Source: an optimization exercise on an open RTL-to-GDS flow (aim: small area and a short achievable clock period). Production flows keep margins and buffers that such runs may drop.
The RTL was checked by simulation tests, not by an equivalence proof against the original design.

## v6
## mk_mac
module mk_mac(CLK,
	      RST_N,
	      put_inp_A_a,
	      EN_put_inp_A,
	      RDY_put_inp_A,
	      put_inp_B_b,
	      EN_put_inp_B,
	      RDY_put_inp_B,
	      put_inp_C_c,
	      EN_put_inp_C,
	      RDY_put_inp_C,
	      put_inp_sel_sel,
	      EN_put_inp_sel,
	      RDY_put_inp_sel,
	      get_mac_op,
	      RDY_get_mac_op);
  input  CLK;
  input  RST_N;
  input  [15 : 0] put_inp_A_a;
  input  EN_put_inp_A;
  output RDY_put_inp_A;
  input  [15 : 0] put_inp_B_b;
  input  EN_put_inp_B;
  output RDY_put_inp_B;
  input  [31 : 0] put_inp_C_c;
  input  EN_put_inp_C;
  output RDY_put_inp_C;
  input  put_inp_sel_sel;
  input  EN_put_inp_sel;
  output RDY_put_inp_sel;
  output [31 : 0] get_mac_op;
  output RDY_get_mac_op;
  assign RDY_put_inp_A = 1'd1;
  assign RDY_put_inp_B = 1'd1;
  assign RDY_put_inp_C = 1'd1;
  assign RDY_put_inp_sel = 1'd1;
  assign RDY_get_mac_op = 1'd1;
  reg [15:0] rg_A, rg_B;
  reg [31:0] rg_C;
  reg        rg_sel;
  always @(posedge CLK) begin
  ...
Settings: LEC_CHECK=0, ABC_AREA=0, CAP_MARGIN=0, CORE_MARGIN=2, CORE_UTILIZATION=65, CTS_CLUSTER_DIAMETER=100, CTS_CLUSTER_SIZE=30, PLACE_DENSITY=0.75, SLEW_MARGIN=0, TNS_END_PERCENT=5; clock period 9.0 ns.
standard.sh (not shown) runs the stock make flow with config.mk's settings and CLKGATE_MAP_FILE= SYNTH_SCRIPT=/design/flow/synth_recipe.tcl, a recipe that flattens the netlist after the stock synthesis.
==> flow/flow/run.sh <==
#!/bin/bash
# Standard synthesis, then the standard layout steps with faster port
# buffers and a tighter timing-repair target.
set -e
bash standard.sh synth > synth.log 2>&1
bash standard.sh "BUFFER_PORTS_ARGS=-buffer_cell sky130_fd_sc_hd__buf_2" SETUP_SLACK_MARGIN=6.3 finish > layout.log 2>&1
v6 finished every step from synthesis to the final layout, and the layout passed the timing, DRC and antenna checks.
Relative to v6, the following input files were edited for v7:
--- a/flow/design.v
+++ b/flow/design.v
@@ -436,37 +436,35 @@
     t2_f <= f1;
     t2_c <= t1_c;
   end
   wire [1:0] k3 = rg_sel ? lc : cls_in;
   wire [7:0] ce2 = t2_c[30:23];
   wire       cz2 = (ce2 == 8'd0);
   wire       ci2 = (ce2 == 8'd255);
-  wire [8:0] npc9 = {1'b0, t2_e} - {1'b0, ce2};
-  wire       nswp = npc9[8];                     
-  wire [7:0] npc = npc9[7:0];
+  wire       nswp = t2_e < ce2;
+  wire [7:0] npc = t2_e - ce2;
   wire [7:0] ncp = ce2 - t2_e;
   wire [7:0] ndif = nswp ? ncp : npc;
   wire       nexc = (t2_e == 8'd255) | ci2;
   wire       nboth0 = (t2_e == 8'd0) & cz2;
-  wire       nasel = nexc ? (ci2 & (t2_e != 8'd255))
-                          : (nboth0 | ({t2_e, t2_f} <= {ce2, t2_c[22:16]}));
+  wire       nule = ~nexc & (nboth0 | ((npc == 8'd0) & (t2_f <= t2_c[22:16])));
   wire       z3 = (k3 == 2'd3) ? nboth0 : (k3 == 2'd1) ? cz2 : 1'b0;
   reg        t3_s, t3_asel, t3_exc, t3_nan;
   reg [4:0]  t3_sh;
   reg [7:0]  t3_e;
   reg [6:0]  t3_f;
   reg [22:0] t3_cf;
   reg        t3_cs;
   always @(posedge CLK) begin
     t3_s  <= t2_s;
     t3_cs <= t2_c[31];
     t3_cf <= z3 ? 23'd0 : t2_c[22:0];
     case (k3)
       2'd3: begin
-        t3_f <= nboth0 ? 7'd0 : t2_f; t3_e <= nswp ? ce2 : t2_e; t3_asel <= nasel;
+        t3_f <= nboth0 ? 7'd0 : t2_f; t3_e <= nswp ? ce2 : t2_e; t3_asel <= nswp | nule;
         t3_sh <= (nexc | (ndif[7:5] != 3'd0)) ? 5'd31 : ndif[4:0];
         t3_exc <= nexc; t3_nan <= (t2_c[22:0] != 23'd0) | (t2_f != 7'd0);
       end
       2'd1: begin
         t3_f <= 7'd0; t3_e <= ce2; t3_asel <= 1'b1;
         t3_sh <= (ci2 | (ce2[7:5] != 3'd0)) ? 5'd31 : ce2[4:0];
         t3_exc <= ci2; t3_nan <= (t2_c[22:0] != 23'd0);
Results
Final area is lower on v6. v6 → v7: overall die width now larger, area after synthesis now larger, quantity of gates resized following cts now smaller. On area share of fa/ha/maj cells after synthesis, v6 tracks v7 almost exactly. Worst-case setup margin in the final layout on v7 is ahead of v6.

[static timing again, ports no longer ideal]
Ports are ideal in the flow. The routed layouts listed here were re-timed in OpenROAD.
Step 1 assumes that a clkbuf_16 drives the clock port and a buf_2 every other input.
Step 2 also shifts input and output timing later by t, the mid clock arrival at the registers, as if the neighbouring blocks saw the same clock.
Three values: ideal ports, drivers, drivers and shift; two values: the first two.
run	shift t [ns]	slack for setup (ns)	worst setup path after step 2
v6	0.649	6.134 / 6.078 / 6.124	input to register
v7	0.639	6.144 / 6.089 / 6.177	input to register
After both steps every run listed still meets setup and hold. The setup slack of v6, which loses most, moves by -0.056 ns with the drivers and by -0.010 ns with both steps.
